This design comes from an exercise in tuning for small area on the open sky130 flow, not from production work.
The RTL was checked by simulation tests, not by an equivalence proof against the original design.
Power figures rest on the tool's default switching activity, not on a simulated workload.

v52:
==> flow/design.v (excerpt) <==
module game(clk,rst,btnU,btnR,btnL,sw,an,seg);
    input clk;
    input rst;  
    input btnR;
    input btnL;
    input btnU;
    input [9:0] sw;
    output [3:0] an;
    output [6:0] seg;
    wire [9:0] num_db;
    wire debouncedRst;
    wire debouncedCfm;
    wire debouncedPcd;
    genvar i;
    generate
        for (i = 0; i < 10; i = i + 1) begin : db_sw
            debounce u(.rst(rst), .in(sw[i]), .master_clk(clk), .out(num_db[i]));
        end
    endgenerate
    debounce debounceRst(.rst(rst),.in(btnR),.master_clk(clk),.out(debouncedRst));
    debounce debounceCfm(.rst(rst),.in(btnL),.master_clk(clk),.out(debouncedCfm));
    debounce debouncePcd(.rst(rst),.in(btnU),.master_clk(clk),.out(debouncedPcd));
    wire fast_tick;
    clocks clk_div(.master_clk(clk),.rst(rst),.RESET(debouncedRst),.fast_tick(fast_tick));
    wire [3:0] sym1, sym2, sym3, sym4;
    control controlUnit(.clk(clk),.rst(rst),.RESET(debouncedRst),.PROCEED(debouncedPcd),
        .CONFIRM(debouncedCfm),.num_db(num_db),.sym1(sym1),.sym2(sym2),.sym3(sym3),.sym4(sym4));
    cathode_and_anode display(.clk(clk),.rst(rst),.fast_tick(fast_tick),.sym1(sym1),.sym2(sym2),
        .sym3(sym3),.sym4(sym4),.cathode(seg),.anode(an));
endmodule
clock: 10.0 ns
lec_check: 0
cap_margin: 20
core_margin: 2
core_utilization: 65
cts_buf_list: sky130_fd_sc_hd__clkbuf_8
cts_cluster_diameter: 60
cts_cluster_size: 20
place_density: 0.8
slew_margin: 20
standard.sh (not shown) runs the stock make flow with config.mk's settings and CLKGATE_MAP_FILE= SYNTH_SCRIPT=/design/flow/synth_recipe.tcl, a recipe that flattens the netlist after the stock synthesis.
==> flow/flow/run.sh <==
#!/bin/bash
# Layout flow: the standard flow (standard.sh), with three changes:
#  - after the standard synthesis, the combinational logic between the
#    registers is mapped again by ABC for area, with each script in flow/abc/;
#    the smallest netlist that passes the library check is kept. The
#    registers, their cells, instance names and output nets are unchanged;
#  - the port buffers are buf_1 cells;
#  - the clock tree is built from small clock buffers without dummy loads.
# Each tool writes its full output to its own log file here.
set -euo pipefail
R=orfs/results/sky130hd/game/base
LIB=$FLOW_HOME/platforms/sky130hd/lib/sky130_fd_sc_hd__tt_025C_1v80.lib
YOSYS=$(command -v yosys || echo "$FLOW_HOME/../tools/install/yosys/bin/yosys")
JOBS=${NUM_CORES:-4}

bash standard.sh synth > synth.log 2>&1

cp $R/1_2_yosys.v $R/1_2_yosys_standard.v
DONT_USE=""
for c in $(sed -n '/^export DONT_USE_CELLS/,/^$/p' $FLOW_HOME/platforms/sky130hd/config.mk | grep -o 'sky130_fd_sc_hd__[a-z0-9_]*'); do
  DONT_USE="$DONT_USE -dont_use $c"
done

mkdir -p reopt
# one remapping per ABC script
n_run=0
for s in flow/abc/*.abc; do
  n=$(basename "$s" .abc)
  cat > reopt/$n.ys <<EOS
read_liberty -wb -ignore_miss_func $LIB
read_verilog $R/1_2_yosys_standard.v
hierarchy -top $FLOW_TOP
setattr -mod -unset whitebox -set blackbox 1 =sky130_fd_sc_hd__dfxtp_1 =sky130_fd_sc_hd__edfxtp_1 =sky130_fd_sc_hd__conb_1
rename -hide c:* t:sky130_fd_sc_hd__dfxtp_1 t:sky130_fd_sc_hd__edfxtp_1 %u %d
rename -hide w:_*_
flatten -wb
opt_clean -purge
abc -liberty $LIB -script $s $DONT_USE
opt_clean -purge
hilomap -singleton -hicell sky130_fd_sc_hd__conb_1 HI -locell sky130_fd_sc_hd__conb_1 LO
splitnets
opt_clean -purge
write_verilog -noattr -nohex -nodec reopt/$n.v
EOS
  # check each result against the library as the standard synthesis does
  cat > reopt/$n.check.ys <<EOS
read_liberty -lib $LIB
read_verilog reopt/$n.v
hierarchy -check -top $FLOW_TOP
check -assert -mapped
tee -q -o reopt/$n.stat stat -liberty $LIB
EOS
  ( "$YOSYS" -l reopt/$n.log -q reopt/$n.ys > /dev/null 2>&1 && \
    "$YOSYS" -l reopt/$n.check.log -q reopt/$n.check.ys > /dev/null 2>&1 ) || rm -f reopt/$n.stat &
  n_run=$((n_run + 1))
  if (( n_run % JOBS == 0 )); then wait; fi
done
wait

best=""
best_area=""
for f in reopt/*.stat; do
  [[ -f "$f" ]] || continue
  a=$(grep 'Chip area for module' "$f" | awk '{print $NF}')
  [[ -n "$a" ]] || continue
  if [[ -z "$best" ]] || awk -v a="$a" -v b="$best_area" 'BEGIN{exit !(a < b)}'; then
    best=$(basename "$f" .stat); best_area=$a
  fi
done
{
  echo "standard synthesis: $(grep 'Chip area for' $R/../../../../reports/sky130hd/game/base/synth_stat.txt 2>/dev/null | awk '{print $NF}')"
  for f in reopt/*.stat; do echo "$(basename "$f" .stat): $(grep 'Chip area for module' "$f" | awk '{print $NF}')"; done
  echo "kept: ${best:-standard synthesis}"
} > reopt_summary.txt
if [[ -n "$best" ]]; then
  cp reopt/$best.v $R/1_2_yosys.v
  touch $R/1_2_yosys.v
fi

bash standard.sh \
  BUFFER_PORTS_ARGS="-buffer_cell sky130_fd_sc_hd__buf_1" \
  CTS_ARGS="-sink_clustering_enable -repair_clock_nets -sink_clustering_size 12 -sink_clustering_max_diameter 50 -buf_list sky130_fd_sc_hd__clkbuf_4 -dont_use_dummy_load" \
  finish > standard.log 2>&1
Other scripts of this flow, unchanged in this note and not shown: flow/flow/abc/a_r2r2.abc, flow/flow/abc/b_r2dc2.abc, flow/flow/abc/c_r2dc2x2.abc, flow/flow/abc/d_noif.abc, flow/flow/abc/e_x2map.abc, flow/flow/abc/f_x3map.abc, flow/flow/abc/g_r2x4.abc, flow/flow/abc/h_dch.abc, flow/flow/abc/i_r2dc2map2.abc, flow/flow/abc/j_dc2r2.abc
Per the final summary, v52 finished and its layout is clean on timing, DRC and antenna.
Setup changes, v52 to v16
--- a/flow/flow/run.sh
+++ b/flow/flow/run.sh
@@ -2,6 +2,9 @@
 # Layout flow: the standard flow (standard.sh), with three changes:
 #  - after the standard synthesis, the combinational logic between the
-#    registers is mapped again by ABC for area, with each script in flow/abc/;
-#    the smallest netlist that passes the library check is kept. The
+#    registers is mapped again by ABC for area, with each script in flow/abc/
+#    (the k_deepsyn* and l_deepsyn* scripts run &deepsyn for 60 s and 300 s,
+#    so their results depend on the machine's speed); the smallest netlist
+#    that passes the library
+#    check is kept. The
 #    registers, their cells, instance names and output nets are unchanged;
 #  - the port buffers are buf_1 cells;
@@ -80,4 +83,4 @@
 bash standard.sh \
   BUFFER_PORTS_ARGS="-buffer_cell sky130_fd_sc_hd__buf_1" \
-  CTS_ARGS="-sink_clustering_enable -repair_clock_nets -sink_clustering_size 12 -sink_clustering_max_diameter 50 -buf_list sky130_fd_sc_hd__clkbuf_4 -dont_use_dummy_load" \
+  CTS_ARGS="-sink_clustering_enable -repair_clock_nets -sink_clustering_size 12 -sink_clustering_max_diameter 42 -buf_list sky130_fd_sc_hd__clkbuf_4 -dont_use_dummy_load" \
   finish > standard.log 2>&1
==> flow/flow/abc/k_deepsyn1.abc (new file) <==
strash
ifraig
balance
rewrite
refactor
balance
rewrite
rewrite -z
balance
refactor -z
rewrite -z
balance
dc2
balance
rewrite
refactor
balance
rewrite
rewrite -z
balance
refactor -z
rewrite -z
balance
dc2
&get -n
&deepsyn -T 60 -S 1
&put
dch -f
map -a
==> flow/flow/abc/k_deepsyn2.abc (new file) <==
strash
ifraig
balance
rewrite
refactor
balance
rewrite
rewrite -z
balance
refactor -z
rewrite -z
balance
dc2
balance
rewrite
refactor
balance
rewrite
rewrite -z
balance
refactor -z
rewrite -z
balance
dc2
&get -n
&deepsyn -T 60 -S 2
&put
dch -f
map -a
==> flow/flow/abc/k_deepsyn3.abc (new file) <==
strash
ifraig
balance
rewrite
refactor
balance
rewrite
rewrite -z
balance
refactor -z
rewrite -z
balance
dc2
balance
rewrite
refactor
balance
rewrite
rewrite -z
balance
refactor -z
rewrite -z
balance
dc2
&get -n
&deepsyn -T 60 -S 3
&put
dch -f
map -a
==> flow/flow/abc/k_deepsyn4.abc (new file) <==
strash
ifraig
balance
rewrite
refactor
balance
rewrite
rewrite -z
balance
refactor -z
rewrite -z
balance
dc2
balance
rewrite
refactor
balance
rewrite
rewrite -z
balance
refactor -z
rewrite -z
balance
dc2
&get -n
&deepsyn -T 60 -S 4
&put
dch -f
map -a
==> flow/flow/abc/k_deepsyn5.abc (new file) <==
strash
ifraig
balance
rewrite
refactor
balance
rewrite
rewrite -z
balance
refactor -z
rewrite -z
balance
dc2
balance
rewrite
refactor
balance
rewrite
rewrite -z
balance
refactor -z
rewrite -z
balance
dc2
&get -n
&deepsyn -T 60 -S 5
&put
dch -f
map -a
==> flow/flow/abc/k_deepsyn6.abc (new file) <==
strash
ifraig
balance
rewrite
refactor
balance
rewrite
rewrite -z
balance
refactor -z
rewrite -z
balance
dc2
balance
rewrite
refactor
balance
rewrite
rewrite -z
balance
refactor -z
rewrite -z
balance
dc2
&get -n
&deepsyn -T 60 -S 6
&put
dch -f
map -a
==> flow/flow/abc/k_deepsyn7.abc (new file) <==
strash
ifraig
balance
rewrite
refactor
balance
rewrite
rewrite -z
balance
refactor -z
rewrite -z
balance
dc2
balance
rewrite
refactor
balance
rewrite
rewrite -z
balance
refactor -z
rewrite -z
balance
dc2
&get -n
&deepsyn -T 60 -S 7
&put
dch -f
map -a
==> flow/flow/abc/k_deepsyn8.abc (new file) <==
strash
ifraig
balance
rewrite
refactor
balance
rewrite
rewrite -z
balance
refactor -z
rewrite -z
balance
dc2
balance
rewrite
refactor
balance
rewrite
rewrite -z
balance
refactor -z
rewrite -z
balance
dc2
&get -n
&deepsyn -T 60 -S 8
&put
dch -f
map -a
==> flow/flow/abc/l_deepsyn300_17.abc (new file) <==
strash
ifraig
balance
rewrite
refactor
balance
rewrite
rewrite -z
balance
refactor -z
rewrite -z
balance
dc2
balance
rewrite
refactor
balance
rewrite
rewrite -z
balance
refactor -z
rewrite -z
balance
dc2
&get -n
&deepsyn -T 300 -S 17
&put
dch -f
map -a
==> flow/flow/abc/l_deepsyn300_21.abc (new file) <==
strash
ifraig
balance
rewrite
refactor
balance
rewrite
rewrite -z
balance
refactor -z
rewrite -z
balance
dc2
balance
rewrite
refactor
balance
rewrite
rewrite -z
balance
refactor -z
rewrite -z
balance
dc2
&get -n
&deepsyn -T 300 -S 21
&put
dch -f
map -a
==> flow/flow/abc/l_deepsyn300_25.abc (new file) <==
strash
ifraig
balance
rewrite
refactor
balance
rewrite
rewrite -z
balance
refactor -z
rewrite -z
balance
dc2
balance
rewrite
refactor
balance
rewrite
rewrite -z
balance
refactor -z
rewrite -z
balance
dc2
&get -n
&deepsyn -T 300 -S 25
&put
dch -f
map -a
==> flow/flow/abc/l_deepsyn300_9.abc (new file) <==
strash
ifraig
balance
rewrite
refactor
balance
rewrite
rewrite -z
balance
refactor -z
rewrite -z
balance
dc2
balance
rewrite
refactor
balance
rewrite
rewrite -z
balance
refactor -z
rewrite -z
balance
dc2
&get -n
&deepsyn -T 300 -S 9
&put
dch -f
map -a
Notes after the runs:
Against v52, v16 comes in 1.1 points higher on clock group share of total power.
In the reports for v16 and v52, the larger effective utilization at floorplan belongs to v52.
Taking v52 as the reference, in v16 utilization after layout lower; non-clock inverter count in the final layout higher.
[compare] base=v52 new=v16: final clock period utilization by the worst path grew by 3.2 points, total die area went down, routed wire length lost 300 um, combinational power share lower, total power went down about 5%.
v52 → v16: number of non-clock buffers in the layout lost 1, area growth from synthesis to layout comparable.
The following lists how v26 was set up differently from v16:
--- a/flow/flow/run.sh
+++ b/flow/flow/run.sh
@@ -2,9 +2,6 @@
 # Layout flow: the standard flow (standard.sh), with three changes:
 #  - after the standard synthesis, the combinational logic between the
-#    registers is mapped again by ABC for area, with each script in flow/abc/
-#    (the k_deepsyn* and l_deepsyn* scripts run &deepsyn for 60 s and 300 s,
-#    so their results depend on the machine's speed); the smallest netlist
-#    that passes the library
-#    check is kept. The
+#    registers is mapped again by ABC for area, with each script in flow/abc/;
+#    the smallest netlist that passes the library check is kept. The
 #    registers, their cells, instance names and output nets are unchanged;
 #  - the port buffers are buf_1 cells;
removed: flow/flow/abc/k_deepsyn1.abc
removed: flow/flow/abc/k_deepsyn2.abc
removed: flow/flow/abc/k_deepsyn3.abc
removed: flow/flow/abc/k_deepsyn4.abc
removed: flow/flow/abc/k_deepsyn5.abc
removed: flow/flow/abc/k_deepsyn6.abc
removed: flow/flow/abc/k_deepsyn7.abc
removed: flow/flow/abc/k_deepsyn8.abc
removed: flow/flow/abc/l_deepsyn300_17.abc
removed: flow/flow/abc/l_deepsyn300_21.abc
removed: flow/flow/abc/l_deepsyn300_25.abc
removed: flow/flow/abc/l_deepsyn300_9.abc
Notes after the runs:
- v26: done, clean on timing, DRC and antenna
- v26 vs. v16: floorplan die area grew by 1.1%, area of all placed cells without fillers grew by about 1.3%, worst setup slack grew by 0.33 ns.
- Against v16, power per unit of standard cell area in v26 rose by a few percent.
- Lower starting density of the core was reported by v16, not v26.
- From v16 to v26 the numbers moved as follows: wire length up 1.8%, final weighted congestion in routability-driven placement +about 4%, fraction of the cycle the final worst path needs has decreased.
--- input diff v26..v51 ---
--- a/flow/flow/run.sh
+++ b/flow/flow/run.sh
@@ -80,4 +80,4 @@
 bash standard.sh \
   BUFFER_PORTS_ARGS="-buffer_cell sky130_fd_sc_hd__buf_1" \
-  CTS_ARGS="-sink_clustering_enable -repair_clock_nets -sink_clustering_size 12 -sink_clustering_max_diameter 42 -buf_list sky130_fd_sc_hd__clkbuf_4 -dont_use_dummy_load" \
+  CTS_ARGS="-sink_clustering_enable -repair_clock_nets -sink_clustering_size 11 -sink_clustering_max_diameter 50 -buf_list sky130_fd_sc_hd__clkbuf_4 -dont_use_dummy_load" \
   finish > standard.log 2>&1
- Between v51 and v26, the difference in leakage power figure is negligible.
- Comparing v26 with v51, the layout overhead on the synthesized area came out essentially unchanged.
- Summary — portion of total power attributed to the clock network, v51 relative to v26: lower, by 0.3 points.
- Final worst setup slack came out lower on v51 than on v26.
- Total power: v51 below v26

Setup of build 45:
game, a different RTL version from the one above (not shown whole).
For scale: ~920 cells after synthesis, ~290 flip-flops, about 26 I/O pins.
clock: 10.0 ns
lec_check: 0
cap_margin: 20
core_margin: 2
core_utilization: 65
cts_buf_list: sky130_fd_sc_hd__clkbuf_8
cts_cluster_diameter: 60
cts_cluster_size: 20
place_density: 0.8
slew_margin: 20
==> flow/flow/run.sh <==
#!/bin/bash
# Layout flow: the standard flow (standard.sh, unchanged synthesis), with
# the port buffers made of buf_1 cells and a clock tree without dummy loads.
set -e
bash standard.sh \
  BUFFER_PORTS_ARGS="-buffer_cell sky130_fd_sc_hd__buf_1" \
  CTS_ARGS="-sink_clustering_enable -repair_clock_nets -sink_clustering_size 20 -sink_clustering_max_diameter 60 -buf_list sky130_fd_sc_hd__clkbuf_8 -dont_use_dummy_load" \
  finish > standard.log 2>&1
Modified inputs, build 48 compared to build 45
Settings: a change of CORE_UTILIZATION from 65 to 40; a change of PLACE_DENSITY from 0.8 to 0.6.
Notes after the runs:
- In the tables for build 45 and build 48, number of buffers created by CTS reads lower with build 45.
- The logic gate share of total power of build 48 is lower than that of build 45.
- Compared with build 45, in build 48 non-clock buffer count saw an increase; total negative setup slack ~0 delta.
- Cmp build 45 and build 48 / post-detailed-placement cell area / lower: build 45
- Between build 45 and build 48, the worst setup slack is higher for build 48.
- Build 48 vs. build 45: final clock period utilization by the worst path went down by 0.51 points.
- Finished layout cell area on build 48 is behind build 45.
- The layout overhead on the synthesized area reported for build 48 is greater than that of build 45 by 2.2 points.
- Sequential share of layout area (lower): build 48
For build 10, these inputs were changed with respect to build 48:
Settings: changing PLACE_DENSITY from 0.6 to 0.9; changing CORE_UTILIZATION from 40 to 80.
[summary]
Looking at the reports, build 48 completed the entire flow and the layout it produced met the timing, DRC and antenna checks. Build 10: flow completed, timing, DRC and antenna clean. Against build 48, build 10 reports a die area that is lower. Fraction of area in registers (lower): build 48. Estimated wirelength of the detail-placed design | build 10 above build 48. Re peak clock frequency supported by timing: build 48 was higher than build 10. Build 10 vs build 48 — count of placed standard cells including taps dropped about 14%. Build 10 vs build 48 on met3 layer wire length in the routed design: build 10 is the higher one. For the share of cell area taken by multi-input logic gates, build 10 came in 0.87 points higher than build 48 did. The starting utilization of the core area of build 10 exceeds that of build 48 by 41 points. Area added between synthesis and finish (build 10 over build 48): decrease, 2.7 points. Comparing build 10 against build 48, there is no change at all in remaining number of nets flagged by the antenna check after routing.
Changes in build 59 relative to build 10:
Settings: a change of CORE_UTILIZATION from 80 to 65; a change of PLACE_DENSITY from 0.9 to 0.8.
==> flow/flow/run.sh <==
#!/bin/bash
# Layout flow: the standard flow (standard.sh), with three changes:
#  - after the standard synthesis, the combinational logic between the
#    registers is mapped again by ABC for area (flow/reopt.abc); the
#    registers, their cells, instance names and output nets are kept;
#  - the port buffers are buf_1 cells;
#  - the clock tree is built from clkbuf_8 without dummy loads.
# Each tool writes its full output to its own log file here.
set -euo pipefail
R=orfs/results/sky130hd/game/base
LIB=$FLOW_HOME/platforms/sky130hd/lib/sky130_fd_sc_hd__tt_025C_1v80.lib
YOSYS=$(command -v yosys || echo "$FLOW_HOME/../tools/install/yosys/bin/yosys")

bash standard.sh synth > synth.log 2>&1

cp $R/1_2_yosys.v $R/1_2_yosys_standard.v
DONT_USE=""
for c in $(sed -n '/^export DONT_USE_CELLS/,/^$/p' $FLOW_HOME/platforms/sky130hd/config.mk | grep -o 'sky130_fd_sc_hd__[a-z0-9_]*'); do
  DONT_USE="$DONT_USE -dont_use $c"
done
cat > reopt.ys <<EOS
read_liberty -wb -ignore_miss_func $LIB
read_verilog $R/1_2_yosys_standard.v
hierarchy -top $FLOW_TOP
setattr -mod -unset whitebox -set blackbox 1 =sky130_fd_sc_hd__dfxtp_1 =sky130_fd_sc_hd__edfxtp_1 =sky130_fd_sc_hd__conb_1
rename -hide c:* t:sky130_fd_sc_hd__dfxtp_1 t:sky130_fd_sc_hd__edfxtp_1 %u %d
rename -hide w:_*_
flatten -wb
opt_clean -purge
tee -o reopt_stat_before.txt stat -liberty $LIB
abc -liberty $LIB -script flow/reopt.abc $DONT_USE
opt_clean -purge
hilomap -singleton -hicell sky130_fd_sc_hd__conb_1 HI -locell sky130_fd_sc_hd__conb_1 LO
splitnets
opt_clean -purge
write_verilog -noattr -nohex -nodec reopt.v
EOS
"$YOSYS" -l reopt.log -q reopt.ys > /dev/null 2>&1
# check the new netlist against the library as the standard synthesis does
cat > reopt_check.ys <<EOS
read_liberty -lib $LIB
read_verilog reopt.v
hierarchy -check -top $FLOW_TOP
check -assert -mapped
tee -o reopt_stat_after.txt stat -liberty $LIB
EOS
"$YOSYS" -l reopt_check.log -q reopt_check.ys > /dev/null 2>&1
cp reopt.v $R/1_2_yosys.v
touch $R/1_2_yosys.v

bash standard.sh \
  BUFFER_PORTS_ARGS="-buffer_cell sky130_fd_sc_hd__buf_1" \
  CTS_ARGS="-sink_clustering_enable -repair_clock_nets -sink_clustering_size 20 -sink_clustering_max_diameter 60 -buf_list sky130_fd_sc_hd__clkbuf_8 -dont_use_dummy_load" \
  finish > standard.log 2>&1
==> flow/flow/reopt.abc (new file) <==
strash
ifraig
balance
rewrite
refactor
balance
rewrite
rewrite -z
balance
refactor -z
rewrite -z
balance
balance
rewrite
refactor
balance
rewrite
rewrite -z
balance
refactor -z
rewrite -z
balance
dch -f
map -a
topo
strash
balance
rewrite
refactor
balance
rewrite
rewrite -z
balance
refactor -z
rewrite -z
balance
dch -f
map -a
## What came out
- Synthesized cell area was lower in the run labelled build 59.
- Compared to build 10, the routing of build 59 uses less wire.
- The power of build 59 exceeds that of build 10 by 4.0%.
- Going from build 10 to build 59, cell area shrank by a few percent.
Input-level comparison between build 14 and build 59:
-- flow/flow/run.sh --
<<< build 59, line 51
bash standard.sh \
  BUFFER_PORTS_ARGS="-buffer_cell sky130_fd_sc_hd__buf_1" \
  CTS_ARGS="-sink_clustering_enable -repair_clock_nets -sink_clustering_size 20 -sink_clustering_max_diameter 60 -buf_list sky130_fd_sc_hd__clkbuf_8 -dont_use_dummy_load" \
  finish > standard.log 2>&1
>>> build 14, line 51
bash standard.sh \
  BUFFER_PORTS_ARGS="-buffer_cell sky130_fd_sc_hd__buf_1" \
  CTS_ARGS="-sink_clustering_enable -repair_clock_nets -sink_clustering_size 12 -sink_clustering_max_diameter 50 -buf_list \"sky130_fd_sc_hd__clkbuf_4 sky130_fd_sc_hd__clkbuf_8\" -dont_use_dummy_load" \
  finish > standard.log 2>&1
--- outcome ---
Status(build 14) = ERROR, stage = clock tree synthesis
| number of placed instances, taps included | build 59 vs build 14 | ≈ equal |
Re total nets after synthesis: no difference whatsoever between build 59 and build 14.
Any difference in mean post-synth cell area between build 14 and build 59 is small enough to ignore.
| area after synthesis | build 14 vs build 59 | ≈ equal |
Reported for build 59 and build 14, number of buffer cells added on primary ports turned out identical to the last digit.
Re number of cell rows: no difference whatsoever between build 59 and build 14.
Input changes introduced in build 58 (baseline for comparison: build 14):
-- flow/flow/run.sh --
<<< build 14, line 51
bash standard.sh \
  BUFFER_PORTS_ARGS="-buffer_cell sky130_fd_sc_hd__buf_1" \
  CTS_ARGS="-sink_clustering_enable -repair_clock_nets -sink_clustering_size 12 -sink_clustering_max_diameter 50 -buf_list \"sky130_fd_sc_hd__clkbuf_4 sky130_fd_sc_hd__clkbuf_8\" -dont_use_dummy_load" \
  finish > standard.log 2>&1
>>> build 58, line 51
bash standard.sh \
  BUFFER_PORTS_ARGS="-buffer_cell sky130_fd_sc_hd__buf_1" \
  CTS_ARGS="-sink_clustering_enable -repair_clock_nets -sink_clustering_size 13 -sink_clustering_max_diameter 45 -buf_list sky130_fd_sc_hd__clkbuf_4 -dont_use_dummy_load" \
  finish > standard.log 2>&1
==> results.txt <==
- Build 58 closes out successfully: all stages finished, all timing, DRC and antenna checks passed.
- Comparing build 58 against build 14, there is no change at all in number of input and output port buffers inserted.
- Between build 14 and build 58, the difference in worst setup slack after placement is negligible.
- Build 58 -> build 14: synthesized area delta 0, exact match
- Summary of build 58 over build 14: height of the die barely changed; starting density of the core now sits at about the same level; cell total after placement comparable.
- Die width: build 14 vs build 58 identical
- Comparing build 14 against build 58, there is no change at all in count of mapped cells out of synthesis.
- As far as instance area at placement goes, build 14 and build 58 are indistinguishable; the numbers are identical.
- Number of cell rows came out exactly the same in build 14 and build 58.
- Diff build 14..build 58 | per-instance average area after synthesis | unchanged

-- what the ideal ports hide --
How much do the figures lean on ideal ports? The routed layouts below were timed once more, with nothing changed but the port constraints. Step 1 (the two cells are an assumption about what drives the block):
set clk [get_ports {clk}]
set_driving_cell -lib_cell sky130_fd_sc_hd__clkbuf_16 $clk
set_driving_cell -lib_cell sky130_fd_sc_hd__buf_2 [delete_from_list [all_inputs] $clk]
Step 2, shift: input delay + t, output delay - t, t = (earliest + latest rising clock arrival at the registers) / 2. This alone moves slack from input paths to output paths. a / b / c = ideal / step 1 / step 2; a / b = the first two.
run	t (ns)	setup WS [ns]	latest minus earliest clock arrival (ns)	worst register clock-pin slew, ns	pins driven straight from the clock port
v52	0.663	6.203 / 6.165 / 6.224	0.044 / 0.043	0.12 / 0.12	1
v16	0.665	5.884 / 5.850 / 5.811	0.060 / 0.061	0.12 / 0.12	1
v26	0.671	6.211 / 6.174 / 6.185	0.055 / 0.055	0.12 / 0.12	1
v51	0.666	6.187 / 6.153 / 6.216	0.052 / 0.052	0.12 / 0.12	1
build 45	0.532	6.313 / 6.273 / 6.178	0.031 / 0.031	0.12 / 0.12	1
build 48	0.554	6.364 / 6.323 / 6.703	0.049 / 0.049	0.12 / 0.12	1
build 10	0.536	6.327 / 6.289 / 6.111	0.042 / 0.042	0.12 / 0.12	1
build 59	0.538	6.258 / 6.220 / 5.948	0.036 / 0.035	0.11 / 0.11	1
build 58	0.674	6.106 / 6.072 / 5.952	0.048 / 0.048	0.13 / 0.13	1
After both steps every run listed still meets setup and hold. For build 59, which loses most, drivers alone change the setup slack by -0.038 ns; drivers and shift together by -0.310 ns.
